Background: an optimization exercise with open tools, aiming at small area, a short achievable clock period and few clock cycles per item. Do not read the settings as production practice.
At most, simulation tests tie the RTL to the original design; equivalence was not proved.
Power is estimated from default activity; no workload was simulated.

==> run M <==
Design ysyx_mulunit, start of the top module:
module ysyx_mulunit (
    input          clk,
    input          rst_n,
    input          mul_valid,
    input  [63:0]  alu_src1,
    input  [63:0]  alu_src2,
    input  [3:0]   mul_expand_signed,
    output [129:0] mul_res,
    output         sh_fnsh_flag
);
==> flow/config.mk <==
export PLATFORM = sky130hd
export DESIGN_NAME = ysyx_mulunit
export DESIGN_NICKNAME = ysyx_mulunit
export VERILOG_FILES = /design/flow/design.v
export SDC_FILE = /design/flow/constraint.sdc
export NUM_CORES = 8
export LEC_CHECK = 0
export CAP_MARGIN = 20
export CORE_MARGIN = 2
export CORE_UTILIZATION = 50
export SETUP_SLACK_MARGIN = 5.0
export SLEW_MARGIN = 20
==> flow/constraint.sdc <==
create_clock -name core_clock -period 8.0 [get_ports {clk}]
set_input_delay 1.6000 -clock core_clock [delete_from_list [all_inputs] [get_ports {clk}]]
set_output_delay 1.6000 -clock core_clock [all_outputs]
set_load 0.01 [all_outputs]
standard.sh (not shown) runs the stock make flow with config.mk's settings and CLKGATE_MAP_FILE= SYNTH_SCRIPT=/design/flow/synth_recipe.tcl, a recipe that flattens the netlist after the stock synthesis.
==> flow/flow/run.sh <==
#!/bin/bash
# Layout flow: the standard layout (standard.sh, which also runs the
# standard synthesis) with these settings changed:
#  - the port buffers start as buf_2 instead of the buffer the resizer picks;
#  - sizing may swap a cell for one of another footprint;
#  - clock tree synthesis inserts no dummy loads.
# make's output goes to make.log; each step's tool output is in orfs/logs/.
set -euo pipefail
bash standard.sh MATCH_CELL_FOOTPRINT=0 \
    "BUFFER_PORTS_ARGS=-buffer_cell sky130_fd_sc_hd__buf_2" \
    "CTS_ARGS=-sink_clustering_enable -repair_clock_nets -dont_use_dummy_load" \
    finish > make.log 2>&1
==> run R: changes against run M <==
--- a/flow/config.mk
+++ b/flow/config.mk
@@ -5,8 +5,9 @@
 export SDC_FILE = /design/flow/constraint.sdc
 export NUM_CORES = 8
 export LEC_CHECK = 0
 export CAP_MARGIN = 20
 export CORE_MARGIN = 2
-export CORE_UTILIZATION = 50
-export SETUP_SLACK_MARGIN = 5.0
+export CORE_UTILIZATION = 65
+export PLACE_DENSITY = 0.75
+export SETUP_SLACK_MARGIN = 4.5
 export SLEW_MARGIN = 20
==> run G: changes against run M <==
--- a/flow/design.v
+++ b/flow/design.v
@@ -40,16 +40,16 @@
 wire [NC-1:0] ta32 = therm(alu_src1, 7'd32), tb32 = therm(alu_src2, 7'd32);
 wire [NC-1:0] ta16 = therm(alu_src1, 7'd16), tb16 = therm(alu_src2, 7'd16);
 wire sw64 = |(tb64 & ~ta64);
 wire sw32 = |(tb32 & ~ta32);
 wire sw16 = |(tb16 & ~ta16);
-wire [NC-1:0] ta = e0 ? ta64 : e12 ? ta32 : e3 ? ta16 : {NC{1'b0}};
-wire [NC-1:0] tb = e0 ? tb64 : e12 ? tb32 : e3 ? tb16 : {NC{1'b0}};
 wire swap = e0 ? sw64 : e12 ? sw32 : e3 & sw16;
-wire [NC-1:0] tn = ta & tb;             
-wire [NC-1:0] ha = ta & ~(ta >> 1);     
-wire [NC-1:0] hb = tb & ~(tb >> 1);
+wire [NC-1:0] tn = e0 ? ta64 & tb64 : e12 ? ta32 & tb32 : e3 ? ta16 & tb16 : {NC{1'b0}};
+wire [NC-1:0] ha = e0 ? ta64 & ~(ta64 >> 1) : e12 ? ta32 & ~(ta32 >> 1) :
+                   e3 ? ta16 & ~(ta16 >> 1) : {NC{1'b0}};
+wire [NC-1:0] hb = e0 ? tb64 & ~(tb64 >> 1) : e12 ? tb32 & ~(tb32 >> 1) :
+                   e3 ? tb16 & ~(tb16 >> 1) : {NC{1'b0}};
 function [K:0] chunk;
     input [63:0] x;
     input integer g;
     integer j;
     begin
--- a/flow/config.mk
+++ b/flow/config.mk
@@ -6,7 +6,7 @@
 export NUM_CORES = 8
 export LEC_CHECK = 0
 export CAP_MARGIN = 20
 export CORE_MARGIN = 2
 export CORE_UTILIZATION = 50
-export SETUP_SLACK_MARGIN = 5.0
+export SETUP_SLACK_MARGIN = 4.5
 export SLEW_MARGIN = 20
==> run X: changes against run M <==
--- a/flow/design.v
+++ b/flow/design.v
@@ -70,11 +70,11 @@
 endfunction
 reg              prep;      
 reg              busy;      
 reg              res;       
 reg  [NC-1:0]    cnt;       
-reg  [NC-1:0]    hra, hrb;  
+reg  [NC-1:0]    hm;        
 reg              swp;
 reg  [127:0]     P;         
 reg  [W-1:0]     C;         
 reg              dlp, dlm;  
 reg  [63:0]      M;
@@ -83,11 +83,11 @@
 wire [63:0] mask = {{32{f0}}, {16{f12}}, {16{fa}}};
 wire [63:0] am = alu_src1 & mask;
 wire [63:0] bm = alu_src2 & mask;
 wire idle = ~prep & ~busy & ~res & ~sh_fnsh_flag;
 wire last = ~cnt[1];
-wire [NC-1:0] nxt = prep ? (swp ? hra : hrb) : (cnt >> 1) & ~(cnt >> 2);
+wire [NC-1:0] nxt = prep ? hm : (cnt >> 1) & ~(cnt >> 2);
 reg  [K:0] qna, qnb;
 integer i;
 always @(*) begin
     qna = {(K+1){1'b0}};
     qnb = {(K+1){1'b0}};
@@ -1988,12 +1988,11 @@
         sh_fnsh_flag <= res | (idle & mul_valid & ~tn[0]);
     end
 end
 always @(posedge clk) begin
     swp <= swap;
-    hra <= ha;
-    hrb <= hb;
+    hm  <= swap ? ha : hb;
     M   <= swp ? bm : am;
     f0  <= e0;
     f1  <= e1;
     f3  <= e3;
     f12 <= e0 | e12;
==> flow/flow/run.sh (replaced) <==
#!/bin/bash
# Layout flow: the standard layout (standard.sh, which also runs the
# standard synthesis) with two resizer settings changed: the port buffers start
# as buf_2 instead of the buffer the resizer picks, and sizing may swap a cell
# for one of another footprint. make's output goes to make.log; each step's
# tool output is in orfs/logs/.
set -euo pipefail
bash standard.sh MATCH_CELL_FOOTPRINT=0 \
    "BUFFER_PORTS_ARGS=-buffer_cell sky130_fd_sc_hd__buf_2" \
    finish > make.log 2>&1
==> summary.txt <==
item	run M	run G	run X	run R
Share of cells above drive strength 1	22.5%	18.2%	26.9%	16.6%
Met2 global-route usage	55.3%	55.0%	58.0%	67.2%
Time the worst path needs with I/O delays and setup	3.63 ns	3.71 ns	3.80 ns	3.73 ns
Die outline area	60800 µm²	61000 µm²	60700 µm²	47000 µm²
Weighted congestion reported at the end of routability-driven placement	0.987	0.966	1.02	1.04
Amount of wire on met3 after detailed routing	11900 µm	7410 µm	12100 µm	10700 µm
Register area share after synthesis	21.6%	21.6%	21.1%	21.6%
Slowest library cell on the worst path	sky130_fd_sc_hd__a2111oi_4	sky130_fd_sc_hd__or4b_4	sky130_fd_sc_hd__or4_4	sky130_fd_sc_hd__a2111oi_4
Multi-input combinational cell count	2399	2408	2458	2399
Number of antenna diodes	0	1	1	2
Result of the run	no timing/DRC/antenna violations	no timing/DRC/antenna violations	no timing/DRC/antenna violations	no timing/DRC/antenna violations
Reg2reg path depth	17	12	16	14
Detailed Place HPWL	75600 µm	78000 µm	81000 µm	73900 µm
Cell leakage power	14.0 nW	13.4 nW	14.9 nW	13.0 nW
Testbench counts of run M, summed over its fixed seeds: cycles 34,522, muls 4,800.
Testbench counts of run R, summed over its fixed seeds: cycles 34,522, muls 4,800.
No functional check of the RTL was part of run G and run X.

re-timing with driven ports:
No port has a modelled driver above. Below, the same layouts with a new extraction and two added sets of constraints.
Step 1 assumes that a clkbuf_16 drives the clock port and a buf_2 every other input.
Step 2, shift: input delay + t, output delay - t, t = (earliest + latest rising clock arrival at the registers) / 2. This alone moves slack from input paths to output paths.
a / b / c = no drivers / after step 1 / after step 2; a / b = the first two.
| run | t (ns) | setup slack, ns | worst setup path after step 2 | worst data-port slew with drivers (ns) | cell pins on the clock port's net |
|---|---|---|---|---|---|
| run M | 0.633 | 4.366 / 4.366 / 4.366 | register to register | 0.06 | 1 |
| run R | 0.625 | 4.271 / 4.271 / 3.908 | input to register | 0.08 | 1 |
| run G | 0.634 | 4.287 / 4.287 / 3.880 | input to register | 0.11 | 1 |
| run X | 0.634 | 4.205 / 4.227 / 3.593 | input to register | 0.06 | 1 |
After both steps setup and hold are still met in every run listed. The setup slack of run X, which loses most, moves by +0.022 ns with the drivers and by -0.612 ns with both steps.
